What follows belongs to an exercise in optimizing a design on an open flow for small area; a production flow would make more cautious choices.
At most, simulation tests tie the RTL to the original design; equivalence was not proved.
For run 2, only the layout was checked, not whether the RTL still works.
Power is estimated from default activity; no workload was simulated.

`flow/config.mk`:
```
export PLATFORM = sky130hd
export DESIGN_NAME = fifo
export DESIGN_NICKNAME = fifo
export VERILOG_FILES = /design/flow/design.v
export SDC_FILE = /design/flow/constraint.sdc
export NUM_CORES = 4
export LEC_CHECK = 0
export CAP_MARGIN = 20
export CORE_MARGIN = 2
export CORE_UTILIZATION = 30
export PLACE_DENSITY = 0.5
export SETUP_SLACK_MARGIN = 0.3
export SLEW_MARGIN = 20
```
`flow/constraint.sdc`:
```
create_clock -name core_clock -period 8.0 [get_ports {clk}]
set_input_delay 1.6000 -clock core_clock [delete_from_list [all_inputs] [get_ports {clk}]]
set_output_delay 1.6000 -clock core_clock [all_outputs]
set_load 0.01 [all_outputs]
```
`flow/design.v`:
```
module fifo(clk,rst,read_en,write_en,write_data,read_data,full,empty,write_error,read_error);
parameter WIDTH = 32;
parameter DEPTH = 64;
parameter PTR_DEPTH = $clog2(DEPTH);
input clk,rst;
input read_en,write_en;
input [WIDTH-1:0]write_data;
output reg [WIDTH-1:0]read_data;
output reg full,empty,read_error,write_error;
reg[PTR_DEPTH-1:0] wr_ptr,rd_ptr;
reg wr_toggle_flag,rd_toggle_flag;
reg [WIDTH-1:0] memory[DEPTH-1:0];
integer i;
always@(posedge clk) begin
if(rst)
 begin
     read_data = 0;
     full = 0;
     empty = 1;
     read_error = 0;
     write_error = 0;
     wr_ptr = 0;
     rd_ptr = 0;
     wr_toggle_flag = 0;
     rd_toggle_flag = 0;
     for(i = 0; i<DEPTH; i=i+1) memory[i] = 0;
 end
else
 begin
    if(write_en) begin
        if(full) 
           write_error = 1;
        else
           begin
           memory[wr_ptr] = write_data;
           wr_ptr = wr_ptr + 1;
			   if(wr_ptr == DEPTH-1) 
			       	wr_toggle_flag = ~wr_toggle_flag;
           end   
	end
if(read_en) begin
        if(empty)
             read_error = 1;
         else
		  begin
           read_data = memory[rd_ptr];
           rd_ptr = rd_ptr + 1;
		   		if(rd_ptr == DEPTH-1) 
            		rd_toggle_flag = ~rd_toggle_flag;
		   end
end       
	if(wr_ptr == rd_ptr && rd_toggle_flag != wr_toggle_flag)
             full = 1;
	else
	     full = 0;
	if(wr_ptr == rd_ptr && rd_toggle_flag == wr_toggle_flag)
       empty = 1;
	else
	   empty = 0;
end
end
endmodule
```
`flow/run.sh`:
```
#!/bin/bash
# synth_recipe.tcl (not shown) runs the flow's synth.tcl, then flattens the netlist and writes it again
# the make line also repeats each setting of config.mk as NAME=value (left out here)
make -C /OpenROAD-flow-scripts/flow DESIGN_CONFIG=/design/flow/config.mk WORK_HOME=/design/flow/orfs CLKGATE_MAP_FILE= SYNTH_SCRIPT=/design/flow/synth_recipe.tcl finish
```
==> results.cfg, run 1 <==
[route]
antenna_left = 0
vias_per_cell = 5.98
drc = 0
vias = 83100
wire_per_inst_um = 35.2
routed_wl_um = 489000
drt_first_pass_iters = 6
drt_iter0_drc = 12900

[logic_synthesis]
netlist_area_um2 = 89400
synth_edf_count = 0
synthFlopType = dfxtp_1
postSynth.asyncResetShare_pct = 0
netlist_instances = 9967
synth_nets = 10000
yosysMostFrequentCell = nor2_1
synth_common_cells = nor2_1 (2,257), dfxtp_1 (2,098), mux2i_1 (1,850)
yosys.area_share.simple_pct = 16.5
synthAdderAreaFrac_pct = 0.140
yosysTopAreaCellShare_pct = 47.0
yosysSeqAreaShare_pct = 47.0
synth_area_leader_cell = dfxtp_1
synth_compound_area_share_pct = 11.1
yosys.area_share.xor_xnor_pct = 0.255
synth.area.mux_share_pct = 20.8
ys_types = 84
syn_avg_cell_area_um2 = 8.97
synth.area.top_cells = dfxtp_1 (47%), mux2i_1 (21%), nor2_1 (9.5%)
synth_top_family_by_area = multiplexers
yosys_warnings = 2
ys_seq_elements = 2098

[global_route]
antenna_found_initial = 52
grt_max_degree = 240
grt_use_met2_pct = 45.6
grt.overflow.total = 0
grtUsageMet1_pct = 40.4
gr-usage-met3_pct = 8.83
track_usage_pct = 31.1
grt_pass1_wl_um = 655000
first_global_vias = 75200
top_usage_layer = met2

[place]
port-buffer-count = 71
detailed_place_hpwl_um = 315000
placed_cells = 13500
place.gp.congestion = 1.00
place_area_um2 = 95800
place_ws_ps = 1210

[timing]
skew_ps = 89.8
hold_ws_ps = 451
slew_headroom_pct = 13.9
max_freq_mhz = 143
min_period_ps = 6990
setup_violations = 0
setup_slack_ps = 1010
final.period_utilization_pct = 87.4
worst_slew_pin_slew_ps = 1280
fin_tns_setup_ps = 0
rsz0062_at_grt = no
hold_violations = 0
slew_violations = 0

[floorplan]
dieArea_um2 = 303000
die_h_um = 550
fp-row-count = 200
design.core.area_um2 = 297000
initial_core_util_pct = 30.1
io_pins = 72
die_x_um = 550

[clock_network]
clkSinkCount = 2098
cts_setup_buffers = 0
numCtsBuffers = 226
clkSlewWorstSetupHoldPaths_ps = 70
ctsHoldBuffers = 0
clk_latency_ps = 930
tritoncts = built
h-tree-depth = 4
root_buffer = clkbuf_16
cts_buffer_depth = 4
post_cts_resized = 0

[min_path]
hp-class = flip-flop to flip-flop

[worst_setup_path]
max_stage_delay_ps = 910
critical_path_class = flip-flop to flip-flop
start_kind = flip-flop
slowest_stage = a21oi_1
path_buf_inv = 3
crit_chain = inv_1, ha_1, buf_4, or3_4, a32oi_1, nand3_1, or3_2, buf_4, mux2i_1, nor2_1, a21oi_1, nand4_1, nor4_1, a221oi_1
endpoint_kind = flip-flop
path_max_fanout = 32
crit_family = simple AND/OR/NAND/NOR gates
cp_common_cell = buf_4
arrival_ps = 7680
worstPathRequired_ps = 8690

[layout]
final_util_pct = 34.8
layout-drive-gt1-share_pct = 10.2
fin_area_um2 = 103000
layout.cells.non_filler = 13900
area_delta_synth_final_pct = 15.6
fin_nets = 9823

[pwr]
ir_drop_mv = 0.195
p_leak_nw = 43.5
power_density_nw_per_um2 = 255
power_mw = 26.3

[job]
maxCapViolations = 0

[run_status]
status = no timing/DRC/antenna violations
-- final timing paths --
| kind | from | end | cells after the start | slack (ps) |
|---|---|---|---|---|
| setup reg to reg | wr_ptr[1]$_SDFF_PP0_ | read_data[31]$_SDFFE_PP0P_ | 14 | 1010 |
| hold / removal | memory[17][2]$_SDFF_PP0_ | memory[17][2]$_SDFF_PP0_ | 2 | 450 |
| hold reg to reg | memory[17][2]$_SDFF_PP0_ | memory[17][2]$_SDFF_PP0_ | 2 | 450 |
| setup / recovery | wr_ptr[1]$_SDFF_PP0_ | read_data[31]$_SDFFE_PP0P_ | 14 | 1010 |
-- registers in the layout, indices dropped and copies added (netlist names) --
name	count
memory	2048
wr_toggle_flag	1
rd_toggle_flag	1
rd_ptr	6
wr_ptr	6
read_data	32
write_error	1
full	1
empty	1
read_error	1
-- cell usage in the layout, fill, tap and decap left out, types with 25 or more instances in the layout --
| cell | n |
|---|---|
| o22a_1 | 34 |
| nor2_1 | 2242 |
| o221ai_1 | 46 |
| mux2i_1 | 1850 |
| o211ai_1 | 73 |
| nand2_1 | 590 |
| or4_1 | 40 |
| o22ai_1 | 516 |
| clkinv_2 | 32 |
| nor4_1 | 120 |
| a211oi_1 | 39 |
| a221oi_1 | 31 |
| nor3_1 | 73 |
| a22oi_1 | 30 |
| dfxtp_1 | 2098 |
| buf_12 | 33 |
| and2_1 | 25 |
| o2111ai_1 | 28 |
| a2111oi_0 | 31 |
| clkbuf_1 | 49 |
| nand3_1 | 65 |
| o21ai_0 | 163 |
| clkbuf_8 | 57 |
| nand2_2 | 47 |
| nand4_1 | 74 |
| o2bb2ai_1 | 35 |
| a21oi_1 | 306 |
| clkdlybuf4s50_1 | 38 |
| buf_4 | 431 |
| clkbuf_16 | 229 |
-- power breakdown --
group / internal (mW) / switching [mW] / leakage (nW)
Sequential: 11.1 / 0.309 / 17.0
Combinational: 1.29 / 2.87 / 22.8
Clock: 6.20 / 4.58 / 3.67
-- routing by layer --
layer  up-vias  part of all wire [%]
li1      34500                     -
met1     41500                    40
met2      5674                    41
met3      1420                    12
met4        42                   6.9
met5         -                 0.063
-- layout make-up --
cell class                      count  area, um^2
Antenna cell                       20        50.0
Clock buffer                      335        6700
Clock inverter                     58         738
Fill cell                       30500      193000
Inverter                           15        56.3
Multi-Input combinational cell   6915       44500
Sequential cell                  2098       42000
Tap cell                         3939        4930
Timing Repair Buffer              521        4430
-- worst register-to-register path: cells and delay by family, from the launching register on --
family / cells / cell delay, ps
AND/OR/NAND/NOR: 6 / 3130
buffers and inverters: 3 / 710
AO/OA/AOI/OAI: 3 / 1950
adder cells (fa/ha/maj): 1 / 230
multiplexers: 1 / 350
flip-flops: 1 / 440
-- logic make-up (layout without fill, tap and decap cells) --
| logic type | count (synthesis) | count (layout) |
|---|---|---|
| fa+ha+maj | 10 | 10 |
| other cells | 0 | 20 |
| xor+xnor | 26 | 26 |
| mux | 1861 | 1861 |
| simple gates | 3504 | 3504 |
| compound gates | 1514 | 1514 |
| buf+inv | 954 | 929 |
| flops | 2098 | 2098 |
==> run 2: changes to the inputs <==
==> flow/design.v (replaced) <==
module fifo(clk,rst,read_en,write_en,write_data,read_data,full,empty,write_error,read_error);
parameter WIDTH = 32;
parameter DEPTH = 64;
parameter PTR_DEPTH = $clog2(DEPTH);
input clk,rst;
input read_en,write_en;
input [WIDTH-1:0]write_data;
output reg [WIDTH-1:0]read_data;
output reg full,empty,read_error,write_error;
reg [PTR_DEPTH-1:0] wr_ptr, rd_ptr;
reg phase;
reg [WIDTH-1:0] memory [DEPTH-1:0];
wire do_write = write_en & ~full;
wire do_read  = read_en & ~empty;
wire [PTR_DEPTH-1:0] wr_inc = wr_ptr + 1'b1;
wire [PTR_DEPTH-1:0] rd_inc = rd_ptr + 1'b1;
wire [WIDTH-1:0] wdata_enc = write_data ^ {WIDTH{phase}};
wire [DEPTH-1:0] wsel, wsel_n, rsel;
fifo_dec dec (.rst(rst), .do_write(do_write), .wr_ptr(wr_ptr), .rd_ptr(rd_ptr),
              .wsel(wsel), .wsel_n(wsel_n), .rsel(rsel));
wire [WIDTH-1:0] mem_next [DEPTH-1:0];
wire [WIDTH-1:0] rd_word;
genvar g, b;
generate
  for (g = 0; g < DEPTH; g = g + 1) begin : words
    fifo_word #(.WIDTH(WIDTH)) w (.q(memory[g]), .sel(wsel[g]), .sel_n(wsel_n[g]),
                                  .data(wdata_enc), .d(mem_next[g]));
  end
  for (b = 0; b < WIDTH; b = b + 1) begin : bits
    wire [DEPTH-1:0] col;
    for (g = 0; g < DEPTH; g = g + 1) begin : c
      assign col[g] = memory[g][b];
    end
    fifo_rmux #(.DEPTH(DEPTH)) m (.sel(rsel), .d(col), .y(rd_word[b]));
  end
endgenerate
integer i;
always @(posedge clk)
  for (i = 0; i < DEPTH; i = i + 1)
    memory[i] <= mem_next[i];
always @(posedge clk)
  if (rst | do_read) read_data <= rd_word ^ {WIDTH{phase & ~rst}};
always @(posedge clk) begin
  if (rst) begin
    wr_ptr <= 0;
    rd_ptr <= 0;
    phase <= 1'b0;
    full <= 1'b0;
    empty <= 1'b1;
    read_error <= 1'b0;
    write_error <= 1'b0;
  end else begin
    phase <= ~phase;
    if (do_write) wr_ptr <= wr_inc;
    if (do_read) rd_ptr <= rd_inc;
    if (write_en & full) write_error <= 1'b1;
    if (read_en & empty) read_error <= 1'b1;
    if (do_write & ~do_read) begin
      empty <= 1'b0;
      full <= (wr_inc == rd_ptr);
    end else if (do_read & ~do_write) begin
      full <= 1'b0;
      empty <= (rd_inc == wr_ptr);
    end
  end
end
endmodule
module fifo_dec(rst, do_write, wr_ptr, rd_ptr, wsel, wsel_n, rsel);
input rst, do_write;
input [5:0] wr_ptr, rd_ptr;
output [63:0] wsel, wsel_n, rsel;
genvar g;
generate
  for (g = 0; g < 64; g = g + 1) begin : s
    assign wsel[g] = do_write && wr_ptr == g;
    assign wsel_n[g] = !(do_write && wr_ptr == g);
    assign rsel[g] = !rst && rd_ptr == g;
  end
endgenerate
endmodule
module fifo_word(q, sel, sel_n, data, d);
parameter WIDTH = 32;
input [WIDTH-1:0] q, data;
input sel, sel_n;
output [WIDTH-1:0] d;
assign d = ~((q | {WIDTH{sel}}) & (data | {WIDTH{sel_n}}));
endmodule
module fifo_rmux(sel, d, y);
parameter DEPTH = 64;
input [DEPTH-1:0] sel, d;
output y;
wire [21:0] n;
genvar g;
generate
  for (g = 0; g < 21; g = g + 1) begin : a3
    fifo_aoi222 u (.a0(d[3*g]), .s0(sel[3*g]), .a1(d[3*g+1]), .s1(sel[3*g+1]),
                   .a2(d[3*g+2]), .s2(sel[3*g+2]), .y(n[g]));
  end
endgenerate
fifo_nand2 a1 (.a(d[63]), .b(sel[63]), .y(n[21]));
assign y = ~&n;
endmodule
module fifo_aoi222(a0, s0, a1, s1, a2, s2, y);
input a0, s0, a1, s1, a2, s2;
output y;
assign y = ~((a0 & s0) | (a1 & s1) | (a2 & s2));
endmodule
module fifo_nand2(a, b, y);
input a, b;
output y;
assign y = ~(a & b);
endmodule
--- a/flow/config.mk
+++ b/flow/config.mk
@@ -11,3 +11,4 @@
 export PLACE_DENSITY = 0.5
 export SETUP_SLACK_MARGIN = 0.3
 export SLEW_MARGIN = 20
+export SYNTH_HIERARCHICAL = 1
==> results.cfg, run 2 <==
[run_status]
status = no timing/DRC/antenna violations

[layout]
final_util_pct = 35.0
largest_reg_flops = 2048
layout_common_cells = dfxtp_1 (2,064), o22ai_1 (2,048), a222oi_1 (672)
fin_area_um2 = 80600
area_delta_synth_final_pct = 16.0
layout-drive-gt1-share_pct = 13.0
fin_nets = 6048
final_common_cell = dfxtp_1

[logic_synthesis]
yosysSeqAreaShare_pct = 60.9
synth_edf_count = 32
synth_nets = 5945
syn_avg_cell_area_um2 = 11.8
synth_common_cells = dfxtp_1 (2,065), o22ai_1 (2,048), a222oi_1 (672)
synth_top_family_by_area = compound AO/OA/AOI/OAI gates
yosys.area_share.simple_pct = 4.59
ys_seq_elements = 2097
synth_area_leader_cell = dfxtp_1
yosys.area_share.xor_xnor_pct = 1.07
ys_types = 52
synth.area.top_cells = dfxtp_1 (60%), o22ai_1 (18%), a222oi_1 (9.7%)
netlist_area_um2 = 69500
synth.area.mux_share_pct = 0.0144
yosysMostFrequentCell = dfxtp_1
synthAdderAreaFrac_pct = 0.0540
synth_compound_area_share_pct = 28.3
yosys_warnings = 9
yosysTopAreaCellShare_pct = 59.5
netlist_instances = 5906
postSynth.asyncResetShare_pct = 0
synthFlopType = dfxtp_1

[pwr]
p_int_mw = 17.4
power_density_nw_per_um2 = 288
ir_drop_mv = 0.236
p_leak_nw = 27.8
p_sw_mw = 5.77
comb_power_share_pct = 7.7
power.share.clock_pct = 43.6
seq_power_share_pct = 48.8
p_sw_share_pct = 24.9

[clock_network]
clkSlewWorstSetupHoldPaths_ps = 70
numCtsBuffers = 206
post_cts_resized = 0
root_buffer = clkbuf_16
h-tree-depth = 4
tritoncts = built
clk_latency_ps = 890
cts_setup_buffers = 0
clkSinkCount = 2097
ctsHoldBuffers = 0
cts_buffer_depth = 3

[global_route]
grt_max_degree = 65
grt.overflow.total = 0
grt_pass1_wl_um = 420000
track_usage_pct = 23.9
antenna_found_initial = 7
first_global_vias = 56500

[timing]
fin_tns_setup_ps = 0
rsz0062_at_grt = no
final.period_utilization_pct = 72.4
hold_violations = 0
hold_ws_ps = 443
worst_slew_pin_slew_ps = 1240
max_freq_mhz = 173
min_period_ps = 5790
skew_ps = 66.2
slew_headroom_pct = 16.6
setup_violations = 0
slew_violations = 0

[floorplan]
dieArea_um2 = 235000
die_x_um = 485
fp-row-count = 176
initial_core_util_pct = 30.2
die_h_um = 485
design.core.area_um2 = 230000
io_pins = 72

[route]
antenna_left = 0
drt_first_pass_iters = 14
drt_iter0_drc = 9810
vias_per_cell = 6.56
wire_per_inst_um = 32.0
vias = 60400
drc = 0
routed_wl_um = 295000

[worst_setup_path]
worstPathRequired_ps = 8620
arrival_ps = 6410
critical_path_class = primary input to flip-flop
endpoint_kind = flip-flop
path_max_fanout = 32
start_kind = primary input

[place]
place_area_um2 = 73500
place.gp.congestion = 0.980
detailed_place_hpwl_um = 177000
port-buffer-count = 71

[job]
maxCapViolations = 0

[min_path]
hp-class = flip-flop to flip-flop
## run 2: cell count changes after synthesis, moves of 104 or more
cell / before / now
nor2_1: 2257 / 139
mux2i_1: 1850 / 1
o22ai_1: 516 / 2048
clkbuf_1: 696 / 19
a222oi_1: 6 / 672
nand2_1: 644 / 101
a21oi_1: 311 / 7
buf_6: 2 / 197
o21ai_0: 166 / 1
buf_1: 148 / 3
nor4_1: 136 / 32
## run 2: power by group through the flow
| stage | logic (mW) | registers, mW | clock network (mW) |
|---|---|---|---|
| detailed placement | 1.75 | 11.5 | 0 |
| global route | 1.83 | 11.4 | 10.7 |
| CTS | 1.75 | 11.3 | 10.2 |
| finish | 1.78 | 11.3 | 10.1 |
| global placement | 1.71 | 11.5 | 0 |
| floorplan | 0.863 | 11.4 | 0 |
## run 2: final cells by class
| type | count | area, um^2 |
|---|---|---|
| clock buffer | 308 | 6130 |
| tap | 3026 | 3790 |
| sequential | 2097 | 42300 |
| clock inverter | 74 | 988 |
| inverter | 1 | 3.75 |
| antenna | 5 | 12.5 |
| multi-input combinational | 3373 | 24700 |
| timing repair buffer | 330 | 2720 |
| fill | 22500 | 150000 |
## run 2: worst paths after layout
| kind | startpoint | endpoint | slack, ps | cells after the start |
|---|---|---|---|---|
| setup / recovery | rst | read_data[30]$_DFFE_PP_ | 2210 | 11 |
| hold reg to reg | memory[19][11]$_DFF_P_ | memory[19][11]$_DFF_P_ | 440 | 1 |
| hold / removal | memory[19][11]$_DFF_P_ | memory[19][11]$_DFF_P_ | 440 | 1 |
| setup reg to reg | rd_ptr[2]$_SDFFE_PP0P_ | read_data[30]$_DFFE_PP_ | 2610 | 9 |
## run 2: critical path, stage by stage
cell             delay [ps]
clkdlybuf4s50_1         510
buf_4                   350
or3b_1                  880
nor2_2                   20
buf_4                   300
a222oi_1                500
nand4_1                 490
nor4_1                 1140
buf_4                   250
nand4_1                 110
xnor2_1                 180
## run 2: logic make-up (layout without fill, tap and decap cells)
kind of cell,count (synthesis),count (layout)
flip-flops,2097,2097
buffers and inverters,436,713
AND/OR/NAND/NOR,551,551
other,0,5
multiplexers,1,1
AO/OA/AOI/OAI,2734,2734
XOR/XNOR,84,84
adder cells (fa/ha/maj),3,3
## run 2: layer usage
| metal | track usage (%) | share of wire, % | up-vias |
|---|---|---|---|
| li1 | - | - | 25500 |
| met1 | 32.0 | 41 | 30700 |
| met2 | 34.8 | 42 | 3573 |
| met3 | 6.22 | 11 | 624 |
| met4 | 13.2 | 6.2 | 2 |
| met5 | 0 | 0.0037 | - |
## run 2: through the flow
stage	setup WS, ps	total power, mW	cells
4_1_cts	2370	23.3	9209
6_report	2210	23.2	9214
2_1_floorplan	3700	12.3	5906
3_3_place_gp	1050	13.2	8822
3_5_place_dp	1440	13.3	8827
5_1_grt	2300	23.8	9211
## run 2: per-module statistics from Yosys (local to each module, per instance), a selection
module	cell area [um^2]	flip-flops and latches	times used
fifo	43500	2097	1
fifo_dec	1560	0	1
fifo_aoi222	10.0	0	672
fifo_nand2	3.75	0	32

-- afterwards: timing with drivers on the ports --
Ports are ideal in the flow. The routed layouts listed here were re-timed in OpenROAD. Step 1 sets driving cells, clkbuf_16 on the clock port and buf_2 on the other inputs (assumed; they add their load-dependent delay and slew). Step 2 adds t to the input delays and takes it off the output delays; t is the mean of the earliest and latest rising clock arrival at the registers after step 1. Input paths then give back, and output paths get back, about the clock's delay inside the block. Slacks: no drivers / after step 1 / after step 2; pairs: no drivers / after step 1.
run | t (ns) | setup WS [ns] | worst data-port slew with drivers (ns)
run 1 | 1.000 | 1.011 / 1.011 / 0.659 | 0.27
run 2 | 0.943 | 2.210 / 2.152 / 1.209 | 0.15
After both steps setup and hold are still met in every run listed. For run 2, which loses most, drivers alone change the setup slack by -0.058 ns; drivers and shift together by -1.001 ns.
